Source: an optimization exercise on an open RTL-to-GDS flow (aim: a short achievable clock period and few clock cycles). Production flows keep margins and buffers that such runs may drop.
RTL that was checked went through simulation tests only; none was proved equivalent to the original.

==> run a: inputs <==
==> flow/design.v <==
`timescale 1ns / 1ps
module CPU(
    input clk,rst,
    input [31:0]mem_rdata,
    output [7:0]mem_addr,
    output [31:0]mem_wdata,
    output mem_we
    );
    localparam CB  = 6;          
    localparam CN  = 1 << CB;
    localparam PFL = 48;          
    reg  [7:0]  maddr;                
    reg         mwe;                  
    reg  [31:0] mwdata;
    reg         dcyc;                 
    reg         pfetch;               
    reg  [7:0]  fpc;                  
    reg  [7:0]  pf;                   
    assign mem_addr  = maddr;
    assign mem_we    = mwe;
    assign mem_wdata = mwdata;
    reg         vD;
    reg  [31:0] irD;
    reg  [7:0]  pcD;
    reg         ptD;                  
    reg         hitD;
    reg  [1:0]  ctrD;
    reg         x_add, x_sub, x_and, x_or, x_xor, x_nor, x_slt;    
    reg         x_ld, x_beq, x_bne, x_j, x_wr;                     
    reg  [4:0]  x_dst;
    reg  [31:0] aX, bX;               
    reg  [7:0]  pcX, tgtX, pc1X;
    reg         ptX, hitX;
    reg  [1:0]  ctrX;
    reg         w_wr;
    reg  [4:0]  w_dst;
    reg  [31:0] resW;
    wire [32*32-1:0] rf_flat;
    assign rf_flat[31:0] = 32'd0;
    genvar g;
    generate
        for (g = 1; g < 32; g = g + 1) begin : R
            reg [31:0] r;
            always @(posedge clk or posedge rst)
                if (rst) r <= 32'd0;
                else if (w_wr && w_dst == g) r <= resW;
            assign rf_flat[g*32 +: 32] = r;
        end
    endgenerate
    reg         btb_v   [0:31];
    reg  [2:0]  btb_tag [0:31];
    reg  [7:0]  btb_tgt [0:31];
    reg  [1:0]  btb_ctr [0:31];
    wire [4:0]  fidx  = fpc[4:0];
    wire        f_hit = btb_v[fidx] && (btb_tag[fidx] == fpc[7:5]);
    wire [1:0]  f_ctr = btb_ctr[fidx];
    wire        f_pt  = f_hit && f_ctr[1];
    wire [7:0]  f_tgt = btb_tgt[fidx];
    wire [7:0]  f_seq = fpc + 8'd1;
    wire [7:0]  f_npc = f_pt ? f_tgt : f_seq;
    reg           ic_v   [0:CN-1];
    reg  [7-CB:0] ic_tag [0:CN-1];
    reg  [31:0]   ic_d   [0:CN-1];
    function lookup;
        input [7:0] a;
        lookup = ic_v[a[CB-1:0]] && (ic_tag[a[CB-1:0]] == a[7:CB]);
    endfunction
    wire        c_hit  = lookup(fpc);
    wire [31:0] f_inst = pfetch ? mem_rdata : ic_d[fpc[CB-1:0]];
    wire        h_seq  = lookup(f_seq);
    wire        h_btb  = lookup(f_tgt);
    wire        h_pf   = lookup(pf);
    wire        m_hit  = lookup(maddr);
    wire [7:0]  pf_dist = pf - fpc;
    wire        pf_ok  = (pf_dist < PFL);
    wire        x_inv = x_sub | x_slt;
    wire [31:0] sum;
    ks_add #(32) u_add (.a(aX), .b(bX), .cin(x_inv), .s(sum));
    wire        b31   = bX[31] ^ x_inv;                  
    wire        lt    = (aX[31] != b31) ? aX[31] : sum[31];
    wire [31:0] logic_res =
          ({32{x_and}} & (aX & bX))
        | ({32{x_or }} & (aX | bX))
        | ({32{x_xor}} & (aX ^ bX))
        | ({32{x_nor}} & ~(aX | bX))
        | ({32{x_slt}} & {31'd0, lt});
    wire [31:0] alu_res = ({32{x_add | x_sub}} & sum) | logic_res;
    wire [7:0]  logic8 =
          ({8{x_and}} & (aX[7:0] & bX[7:0]))
        | ({8{x_or }} & (aX[7:0] | bX[7:0]))
        | ({8{x_xor}} & (aX[7:0] ^ bX[7:0]))
        | ({8{x_nor}} & ~(aX[7:0] | bX[7:0]));
    wire [31:0] xres  = x_ld ? mem_rdata : alu_res;
    wire        eq    = (aX == bX);
    wire        x_br  = x_beq | x_bne;
    wire        taken = (x_beq & eq) | (x_bne & ~eq);
    wire        x_redir = x_br & (taken != ptX);
    wire [7:0]  x_rtgt  = taken ? tgtX : pc1X;
    wire [5:0]  op = irD[31:26];
    wire [5:0]  fn = irD[5:0];
    wire [4:0]  rs = irD[25:21];
    wire [4:0]  rt = irD[20:16];
    wire [4:0]  rd = irD[15:11];
    wire [31:0] imm = {{16{irD[15]}}, irD[15:0]};
    wire d_r    = (op == 6'h00);
    wire d_add  = (d_r & (fn == 6'h20)) | (op == 6'h08);
    wire d_sub  = (d_r & (fn == 6'h22));
    wire d_and  = (d_r & (fn == 6'h24)) | (op == 6'h0c);
    wire d_or   = (d_r & (fn == 6'h25)) | (op == 6'h0d);
    wire d_xor  = (d_r & (fn == 6'h26)) | (op == 6'h0e);
    wire d_nor  = (d_r & (fn == 6'h27));
    wire d_slt  = (d_r & (fn == 6'h2a)) | (op == 6'h0a);
    wire d_ld   = (op == 6'h23);
    wire d_st   = (op == 6'h2b);
    wire d_beq  = (op == 6'h04);
    wire d_bne  = (op == 6'h05);
    wire d_j    = (op == 6'h02);
    wire d_immop = (op == 6'h08) | (op == 6'h0c) | (op == 6'h0d) | (op == 6'h0e) | (op == 6'h0a);
    wire d_ralu = d_add | d_sub | d_and | d_or | d_xor | d_nor | d_slt;
    wire d_rtype = d_r & d_ralu;
    wire [4:0] d_dst = d_rtype ? rd : rt;
    wire       d_wr  = (d_ralu | d_ld) & (d_dst != 5'd0);
    wire       d_mem = d_ld | d_st;
    wire [7:0] d_pc1  = pcD + 8'd1;
    wire [7:0] d_btgt = d_pc1 + irD[7:0];
    wire [7:0] d_tgt  = d_j ? irD[7:0] : d_btgt;
    wire d_br    = d_beq | d_bne;
    wire d_wantt = d_j | (d_br & (irD[15] | ptD));
    wire d_redir = vD & (d_wantt != ptD);
    wire [7:0] d_rtgt = d_wantt ? d_tgt : d_pc1;
    wire fxa = x_wr & (x_dst == rs);
    wire fxb = x_wr & (x_dst == rt);
    wire fwa = w_wr & (w_dst == rs);
    wire fwb = w_wr & (w_dst == rt);
    wire [31:0] rf_a = rf_flat[rs*32 +: 32];
    wire [31:0] rf_b = rf_flat[rt*32 +: 32];
    wire [31:0] a_nx = fwa ? resW : rf_a;                
    wire [31:0] b_nx = fwb ? resW : rf_b;
    wire [31:0] valA = fxa ? xres : a_nx;
    wire [31:0] valB = fxb ? xres : b_nx;
    wire        d_inv = d_sub | d_slt;
    wire [31:0] b_sel = d_immop ? imm : valB;
    wire        stall = vD & d_mem & (x_ld | x_slt) & fxa;
    wire [7:0]  imm8  = irD[7:0];
    wire [7:0]  ad_nx, ad_lg, ad_as;
    ks_add #(8) u_anx (.a(a_nx[7:0]), .b(imm8), .cin(1'b0), .s(ad_nx));
    ks_add #(8) u_alg (.a(logic8), .b(imm8), .cin(1'b0), .s(ad_lg));
    wire [7:0]  csa_s = aX[7:0] ^ bX[7:0] ^ imm8;
    wire [7:0]  csa_c = (aX[7:0] & bX[7:0]) | (aX[7:0] & imm8) | (bX[7:0] & imm8);
    ks_add #(8) u_aas (.a(csa_s), .b({csa_c[6:0], x_inv}), .cin(1'b0), .s(ad_as));
    wire        x_as  = x_add | x_sub;
    wire [7:0]  daddr = ~fxa ? ad_nx : x_as ? ad_as : ad_lg;
    wire fetch  = (pfetch | c_hit) & ~stall;               
    wire go_mem = vD & d_mem & ~stall & ~x_redir;         
    wire [7:0] nf = x_redir ? x_rtgt :
                    d_redir ? d_rtgt :
                    fetch   ? f_npc  : fpc;
    wire x_next = vD & ~stall & ~x_redir;                 
    wire h_xt = lookup(tgtX);
    wire h_xp = lookup(pc1X);
    wire h_dt = lookup(d_tgt);
    wire h_dp = lookup(d_pc1);
    wire nf_hit = x_redir ? (taken ? h_xt : h_xp) :
                  d_redir ? (d_wantt ? h_dt : h_dp) :
                  fetch   ? (f_pt ? h_btb : h_seq) : c_hit;
    wire [7:0] pf_lead = pf - nf;                          
    wire do_pre = ~go_mem & nf_hit & pf_ok & ~h_pf;       
    wire ic_we  = ~dcyc | (mwe & m_hit);
    integer i;
    always @(posedge clk or posedge rst) begin
        if (rst) begin
            maddr  <= 8'd0;
            mwe    <= 1'b0;
            dcyc   <= 1'b0;
            pfetch <= 1'b1;
            fpc    <= 8'd0;
            pf     <= 8'd0;
            vD     <= 1'b0;
            {x_add, x_sub, x_and, x_or, x_xor, x_nor, x_slt} <= 7'd0;
            {x_ld, x_beq, x_bne, x_j, x_wr} <= 5'd0;
            w_wr   <= 1'b0;
            for (i = 0; i < 32; i = i + 1) btb_v[i] <= 1'b0;
            for (i = 0; i < CN; i = i + 1) ic_v[i] <= 1'b0;
        end else begin
            fpc    <= nf;
            maddr  <= go_mem ? daddr : do_pre ? pf : nf;
            mwe    <= go_mem & d_st;
            dcyc   <= go_mem;
            pfetch <= ~go_mem & ~do_pre;
            if (~go_mem & ~nf_hit & ((pf_lead == 8'd0) | (pf_lead > PFL)))
                pf <= nf + 8'd1;
            else if (nf_hit & pf_ok & (do_pre | h_pf))
                pf <= pf + 8'd1;
            if (ic_we)
                ic_v[maddr[CB-1:0]] <= 1'b1;
            if (stall)
                vD <= 1'b1;
            else
                vD <= fetch & ~x_redir & ~d_redir;
            if (x_next) begin
                {x_add, x_sub, x_and, x_or, x_xor, x_nor, x_slt} <= {d_add, d_sub, d_and, d_or, d_xor, d_nor, d_slt};
                {x_ld, x_beq, x_bne, x_j, x_wr} <= {d_ld, d_beq, d_bne, d_j, d_wr};
            end else begin
                {x_add, x_sub, x_and, x_or, x_xor, x_nor, x_slt} <= 7'd0;
                {x_ld, x_beq, x_bne, x_j, x_wr} <= 5'd0;
            end
            w_wr <= x_wr;
            if ((x_br & taken) | x_j)
                btb_v[pcX[4:0]] <= 1'b1;
        end
    end
    always @(posedge clk) begin
        if (ic_we) begin
            ic_d[maddr[CB-1:0]]   <= dcyc ? mwdata : mem_rdata;
            ic_tag[maddr[CB-1:0]] <= maddr[7:CB];
        end
        if (fetch) begin
            irD  <= f_inst;
            pcD  <= fpc;
            ptD  <= f_pt;
            hitD <= f_hit;
            ctrD <= f_ctr;
        end
        mwdata <= valB;
        x_dst <= d_dst;
        aX    <= valA;
        bX    <= b_sel ^ {32{d_inv}};
        pcX   <= pcD;
        tgtX  <= d_tgt;
        pc1X  <= d_pc1;
        ptX   <= d_wantt;
        hitX  <= hitD;
        ctrX  <= ctrD;
        w_dst <= x_dst;
        resW  <= xres;
        if ((x_br & taken) | x_j) begin
            btb_tag[pcX[4:0]] <= pcX[7:5];
            btb_tgt[pcX[4:0]] <= tgtX;
            btb_ctr[pcX[4:0]] <= x_j ? 2'd3 : (hitX ? (ctrX == 2'd3 ? 2'd3 : ctrX + 2'd1) : 2'd2);
        end else if (x_br & hitX) begin
            btb_ctr[pcX[4:0]] <= (ctrX == 2'd0) ? 2'd0 : ctrX - 2'd1;
        end
    end
endmodule
module ks_add #(parameter W = 32) (
    input  [W-1:0] a, b,
    input          cin,
    output [W-1:0] s
    );
    localparam L = $clog2(W + 1);
    wire [W:0] g [0:L];
    wire [W:0] p [0:L];
    assign g[0] = {a & b, cin};
    assign p[0] = {a ^ b, 1'b0};
    genvar k, i;
    generate
        for (k = 0; k < L; k = k + 1) begin : lv
            for (i = 0; i <= W; i = i + 1) begin : bt
                if (i >= (1 << k)) begin : c
                    assign g[k+1][i] = g[k][i] | (p[k][i] & g[k][i - (1 << k)]);
                    assign p[k+1][i] = p[k][i] & p[k][i - (1 << k)];
                end else begin : n
                    assign g[k+1][i] = g[k][i];
                    assign p[k+1][i] = p[k][i];
                end
            end
        end
    endgenerate
    assign s = p[0][W:1] ^ g[L][W-1:0];
endmodule
==> flow/run.sh <==
#!/bin/bash
# synth_recipe.tcl (not shown) runs the flow's synth.tcl, then flattens the netlist and writes it again
# the make line also repeats each setting of config.mk as NAME=value (left out here)
make -C /OpenROAD-flow-scripts/flow DESIGN_CONFIG=/design/flow/config.mk WORK_HOME=/design/flow/orfs CLKGATE_MAP_FILE= SYNTH_SCRIPT=/design/flow/synth_recipe.tcl finish
==> flow/config.mk <==
export PLATFORM = sky130hd
export DESIGN_NAME = CPU
export DESIGN_NICKNAME = CPU
export VERILOG_FILES = /design/flow/design.v
export SDC_FILE = /design/flow/constraint.sdc
export NUM_CORES = 8
export LEC_CHECK = 0
export ABC_CLOCK_PERIOD_IN_PS = 3000
export CAP_MARGIN = 20
export CORE_MARGIN = 2
export CORE_UTILIZATION = 30
export SETUP_SLACK_MARGIN = 5
export SLEW_MARGIN = 20
==> flow/constraint.sdc <==
create_clock -name core_clock -period 9.0 [get_ports {clk}]
set_input_delay 1.8000 -clock core_clock [delete_from_list [all_inputs] [get_ports {clk}]]
set_output_delay 1.8000 -clock core_clock [all_outputs]
set_load 0.01 [all_outputs]
==> inputs of run b, as changes to run a <==
--- a/flow/design.v
+++ b/flow/design.v
@@ -8,5 +8,2 @@
     );
-    localparam CB  = 6;          
-    localparam CN  = 1 << CB;
-    localparam PFL = 48;          
     reg  [7:0]  maddr;                
@@ -15,5 +12,3 @@
     reg         dcyc;                 
-    reg         pfetch;               
     reg  [7:0]  fpc;                  
-    reg  [7:0]  pf;                   
     assign mem_addr  = maddr;
@@ -53,27 +48,9 @@
     reg  [1:0]  btb_ctr [0:31];
-    wire [4:0]  fidx  = fpc[4:0];
-    wire        f_hit = btb_v[fidx] && (btb_tag[fidx] == fpc[7:5]);
+    wire [4:0]  fidx  = maddr[4:0];
+    wire        f_hit = btb_v[fidx] && (btb_tag[fidx] == maddr[7:5]);
     wire [1:0]  f_ctr = btb_ctr[fidx];
     wire        f_pt  = f_hit && f_ctr[1];
-    wire [7:0]  f_tgt = btb_tgt[fidx];
-    wire [7:0]  f_seq = fpc + 8'd1;
-    wire [7:0]  f_npc = f_pt ? f_tgt : f_seq;
-    reg           ic_v   [0:CN-1];
-    reg  [7-CB:0] ic_tag [0:CN-1];
-    reg  [31:0]   ic_d   [0:CN-1];
-    function lookup;
-        input [7:0] a;
-        lookup = ic_v[a[CB-1:0]] && (ic_tag[a[CB-1:0]] == a[7:CB]);
-    endfunction
-    wire        c_hit  = lookup(fpc);
-    wire [31:0] f_inst = pfetch ? mem_rdata : ic_d[fpc[CB-1:0]];
-    wire        h_seq  = lookup(f_seq);
-    wire        h_btb  = lookup(f_tgt);
-    wire        h_pf   = lookup(pf);
-    wire        m_hit  = lookup(maddr);
-    wire [7:0]  pf_dist = pf - fpc;
-    wire        pf_ok  = (pf_dist < PFL);
+    wire [7:0]  f_npc = f_pt ? btb_tgt[fidx] : maddr + 8'd1;
     wire        x_inv = x_sub | x_slt;
-    wire [31:0] sum;
-    ks_add #(32) u_add (.a(aX), .b(bX), .cin(x_inv), .s(sum));
+    wire [31:0] sum   = aX + bX + {31'd0, x_inv};
     wire        b31   = bX[31] ^ x_inv;                  
@@ -87,7 +64,4 @@
     wire [31:0] alu_res = ({32{x_add | x_sub}} & sum) | logic_res;
-    wire [7:0]  logic8 =
-          ({8{x_and}} & (aX[7:0] & bX[7:0]))
-        | ({8{x_or }} & (aX[7:0] | bX[7:0]))
-        | ({8{x_xor}} & (aX[7:0] ^ bX[7:0]))
-        | ({8{x_nor}} & ~(aX[7:0] | bX[7:0]));
+    wire [7:0]  sum8  = aX[7:0] + bX[7:0] + {7'd0, x_inv};
+    wire [7:0]  alu8  = ({8{x_add | x_sub}} & sum8) | logic_res[7:0];
     wire [31:0] xres  = x_ld ? mem_rdata : alu_res;
@@ -142,13 +116,6 @@
     wire [31:0] b_sel = d_immop ? imm : valB;
-    wire        stall = vD & d_mem & (x_ld | x_slt) & fxa;
-    wire [7:0]  imm8  = irD[7:0];
-    wire [7:0]  ad_nx, ad_lg, ad_as;
-    ks_add #(8) u_anx (.a(a_nx[7:0]), .b(imm8), .cin(1'b0), .s(ad_nx));
-    ks_add #(8) u_alg (.a(logic8), .b(imm8), .cin(1'b0), .s(ad_lg));
-    wire [7:0]  csa_s = aX[7:0] ^ bX[7:0] ^ imm8;
-    wire [7:0]  csa_c = (aX[7:0] & bX[7:0]) | (aX[7:0] & imm8) | (bX[7:0] & imm8);
-    ks_add #(8) u_aas (.a(csa_s), .b({csa_c[6:0], x_inv}), .cin(1'b0), .s(ad_as));
-    wire        x_as  = x_add | x_sub;
-    wire [7:0]  daddr = ~fxa ? ad_nx : x_as ? ad_as : ad_lg;
-    wire fetch  = (pfetch | c_hit) & ~stall;               
+    wire        stall = vD & d_mem & x_ld & fxa;
+    wire [7:0]  base8 = (x_wr & (x_dst == rs) & ~x_ld) ? alu8 : a_nx[7:0];
+    wire [7:0]  daddr = base8 + irD[7:0];
+    wire fetch  = ~dcyc;
     wire go_mem = vD & d_mem & ~stall & ~x_redir;         
@@ -158,12 +125,2 @@
     wire x_next = vD & ~stall & ~x_redir;                 
-    wire h_xt = lookup(tgtX);
-    wire h_xp = lookup(pc1X);
-    wire h_dt = lookup(d_tgt);
-    wire h_dp = lookup(d_pc1);
-    wire nf_hit = x_redir ? (taken ? h_xt : h_xp) :
-                  d_redir ? (d_wantt ? h_dt : h_dp) :
-                  fetch   ? (f_pt ? h_btb : h_seq) : c_hit;
-    wire [7:0] pf_lead = pf - nf;                          
-    wire do_pre = ~go_mem & nf_hit & pf_ok & ~h_pf;       
-    wire ic_we  = ~dcyc | (mwe & m_hit);
     integer i;
@@ -171,26 +128,16 @@
         if (rst) begin
-            maddr  <= 8'd0;
-            mwe    <= 1'b0;
-            dcyc   <= 1'b0;
-            pfetch <= 1'b1;
-            fpc    <= 8'd0;
-            pf     <= 8'd0;
-            vD     <= 1'b0;
+            maddr <= 8'd0;
+            mwe   <= 1'b0;
+            dcyc  <= 1'b0;
+            fpc   <= 8'd0;
+            vD    <= 1'b0;
             {x_add, x_sub, x_and, x_or, x_xor, x_nor, x_slt} <= 7'd0;
             {x_ld, x_beq, x_bne, x_j, x_wr} <= 5'd0;
-            w_wr   <= 1'b0;
+            w_wr  <= 1'b0;
             for (i = 0; i < 32; i = i + 1) btb_v[i] <= 1'b0;
-            for (i = 0; i < CN; i = i + 1) ic_v[i] <= 1'b0;
         end else begin
-            fpc    <= nf;
-            maddr  <= go_mem ? daddr : do_pre ? pf : nf;
-            mwe    <= go_mem & d_st;
-            dcyc   <= go_mem;
-            pfetch <= ~go_mem & ~do_pre;
-            if (~go_mem & ~nf_hit & ((pf_lead == 8'd0) | (pf_lead > PFL)))
-                pf <= nf + 8'd1;
-            else if (nf_hit & pf_ok & (do_pre | h_pf))
-                pf <= pf + 8'd1;
-            if (ic_we)
-                ic_v[maddr[CB-1:0]] <= 1'b1;
+            fpc   <= nf;
+            maddr <= go_mem ? daddr : nf;
+            mwe   <= go_mem & d_st;
+            dcyc  <= go_mem;
             if (stall)
@@ -212,9 +159,5 @@
     always @(posedge clk) begin
-        if (ic_we) begin
-            ic_d[maddr[CB-1:0]]   <= dcyc ? mwdata : mem_rdata;
-            ic_tag[maddr[CB-1:0]] <= maddr[7:CB];
-        end
-        if (fetch) begin
-            irD  <= f_inst;
-            pcD  <= fpc;
+        if (fetch & ~stall) begin
+            irD  <= mem_rdata;
+            pcD  <= maddr;
             ptD  <= f_pt;
@@ -244,27 +187 @@
 endmodule
-module ks_add #(parameter W = 32) (
-    input  [W-1:0] a, b,
-    input          cin,
-    output [W-1:0] s
-    );
-    localparam L = $clog2(W + 1);
-    wire [W:0] g [0:L];
-    wire [W:0] p [0:L];
-    assign g[0] = {a & b, cin};
-    assign p[0] = {a ^ b, 1'b0};
-    genvar k, i;
-    generate
-        for (k = 0; k < L; k = k + 1) begin : lv
-            for (i = 0; i <= W; i = i + 1) begin : bt
-                if (i >= (1 << k)) begin : c
-                    assign g[k+1][i] = g[k][i] | (p[k][i] & g[k][i - (1 << k)]);
-                    assign p[k+1][i] = p[k][i] & p[k][i - (1 << k)];
-                end else begin : n
-                    assign g[k+1][i] = g[k][i];
-                    assign p[k+1][i] = p[k][i];
-                end
-            end
-        end
-    endgenerate
-    assign s = p[0][W:1] ^ g[L][W-1:0];
-endmodule
==> inputs of run c, as changes to run a <==
--- a/flow/design.v
+++ b/flow/design.v
@@ -76,4 +76,3 @@
     wire        x_inv = x_sub | x_slt;
-    wire [31:0] sum;
-    ks_add #(32) u_add (.a(aX), .b(bX), .cin(x_inv), .s(sum));
+    wire [31:0] sum   = aX + bX + {31'd0, x_inv};
     wire        b31   = bX[31] ^ x_inv;                  
@@ -87,7 +86,4 @@
     wire [31:0] alu_res = ({32{x_add | x_sub}} & sum) | logic_res;
-    wire [7:0]  logic8 =
-          ({8{x_and}} & (aX[7:0] & bX[7:0]))
-        | ({8{x_or }} & (aX[7:0] | bX[7:0]))
-        | ({8{x_xor}} & (aX[7:0] ^ bX[7:0]))
-        | ({8{x_nor}} & ~(aX[7:0] | bX[7:0]));
+    wire [7:0]  sum8  = aX[7:0] + bX[7:0] + {7'd0, x_inv};
+    wire [7:0]  alu8  = ({8{x_add | x_sub}} & sum8) | logic_res[7:0];
     wire [31:0] xres  = x_ld ? mem_rdata : alu_res;
@@ -142,12 +138,5 @@
     wire [31:0] b_sel = d_immop ? imm : valB;
-    wire        stall = vD & d_mem & (x_ld | x_slt) & fxa;
-    wire [7:0]  imm8  = irD[7:0];
-    wire [7:0]  ad_nx, ad_lg, ad_as;
-    ks_add #(8) u_anx (.a(a_nx[7:0]), .b(imm8), .cin(1'b0), .s(ad_nx));
-    ks_add #(8) u_alg (.a(logic8), .b(imm8), .cin(1'b0), .s(ad_lg));
-    wire [7:0]  csa_s = aX[7:0] ^ bX[7:0] ^ imm8;
-    wire [7:0]  csa_c = (aX[7:0] & bX[7:0]) | (aX[7:0] & imm8) | (bX[7:0] & imm8);
-    ks_add #(8) u_aas (.a(csa_s), .b({csa_c[6:0], x_inv}), .cin(1'b0), .s(ad_as));
-    wire        x_as  = x_add | x_sub;
-    wire [7:0]  daddr = ~fxa ? ad_nx : x_as ? ad_as : ad_lg;
+    wire        stall = vD & d_mem & x_ld & fxa;
+    wire [7:0]  base8 = (fxa & ~x_ld) ? alu8 : a_nx[7:0];
+    wire [7:0]  daddr = base8 + irD[7:0];
     wire fetch  = (pfetch | c_hit) & ~stall;               
@@ -244,27 +233 @@
 endmodule
-module ks_add #(parameter W = 32) (
-    input  [W-1:0] a, b,
-    input          cin,
-    output [W-1:0] s
-    );
-    localparam L = $clog2(W + 1);
-    wire [W:0] g [0:L];
-    wire [W:0] p [0:L];
-    assign g[0] = {a & b, cin};
-    assign p[0] = {a ^ b, 1'b0};
-    genvar k, i;
-    generate
-        for (k = 0; k < L; k = k + 1) begin : lv
-            for (i = 0; i <= W; i = i + 1) begin : bt
-                if (i >= (1 << k)) begin : c
-                    assign g[k+1][i] = g[k][i] | (p[k][i] & g[k][i - (1 << k)]);
-                    assign p[k+1][i] = p[k][i] & p[k][i - (1 << k)];
-                end else begin : n
-                    assign g[k+1][i] = g[k][i];
-                    assign p[k+1][i] = p[k][i];
-                end
-            end
-        end
-    endgenerate
-    assign s = p[0][W:1] ^ g[L][W-1:0];
-endmodule
==> impl_metrics.csv <==
group,metric,value,unit
run_status,status,"complete, no violations",
placement,post-place-ws,731,ps
synthesis,synth_compound_area_frac,0.0494,
synthesis,yosys_warnings,5,
synthesis,netlist_top_cells_count,"2636 x edfxtp_1, 1618 x mux4_2, 1138 x mux2_2, 1128 x dfrtp_1, 658 x clkbuf_1",
routing,wl_met3,111000,µm
layout,final_cell_mix,"2636 x edfxtp_1, 1618 x mux4_2, 1121 x mux2_2, 1113 x dfrtp_1, 506 x buf_4",
routing,wire_per_inst,38.4,µm
setup_path,crit_cells,28,
synthesis,synth.ff_latch_count,3931,
setup_path,rr_endpoint,"pf[6]",
setup_path,worst-path-buf-inv,6,
placement,dp_cells,19100,
placement,dp_hpwl,394000,µm
layout,inv_count,191,
Source of the figures above: run a

==> impl_metrics.csv <==
group,metric,value,unit
routing,wl_met3,21000,µm
placement,dp_cells,9097,
placement,post-place-ws,3910,ps
setup_path,crit_cells,20,
placement,dp_hpwl,159000,µm
synthesis,synth_compound_area_frac,0.0464,
setup_path,rr_endpoint,"maddr[7]",
run_status,status,"complete, no violations",
setup_path,worst-path-buf-inv,1,
synthesis,synth.ff_latch_count,1682,
synthesis,yosys_warnings,2,
Source of the figures above: run b

==> impl_metrics.csv <==
group,metric,value,unit
setup_path,worst-path-buf-inv,8,
placement,dp_hpwl,387000,µm
setup_path,crit_cells,34,
routing,wire_per_inst,39.0,µm
synthesis,synth_compound_area_frac,0.0473,
run_status,status,"complete, no violations",
setup_path,rr_endpoint,"pf[2]",
layout,final_cell_mix,"2636 x edfxtp_1, 1631 x mux4_2, 1145 x mux2_2, 1111 x dfrtp_1, 465 x clkbuf_16",
layout,inv_count,171,
routing,wl_met3,119000,µm
synthesis,synth.ff_latch_count,3931,
Source of the figures above: run c

Testbench counts of run c, summed over its fixed seeds: cycles 86,014.
The RTL of run a and run b was laid out without a check of its function.

[what the ideal ports hide]
Ports are ideal in the flow. The routed layouts listed here were re-timed in OpenROAD.
Step 1: set_driving_cell puts a clkbuf_16 on clk and a buf_2 on each other input, an assumption about the parent block.
Step 2 also shifts input and output timing later by t, the mid clock arrival at the registers, as if the neighbouring blocks saw the same clock.
Three values: ideal, step 1, step 2; two values: the first two.
run | shift t [ns] | setup slack, ns | worst register clock-pin slew, ns
run a | 1.206 | 1.700 / 1.700 / 1.700 | 0.10 / 0.10
run b | 0.942 | 4.608 / 4.608 / 4.608 | 0.07 / 0.07
run c | 1.239 | 1.838 / 1.838 / 1.838 | 0.09 / 0.09
After both steps every run listed still meets setup and hold.
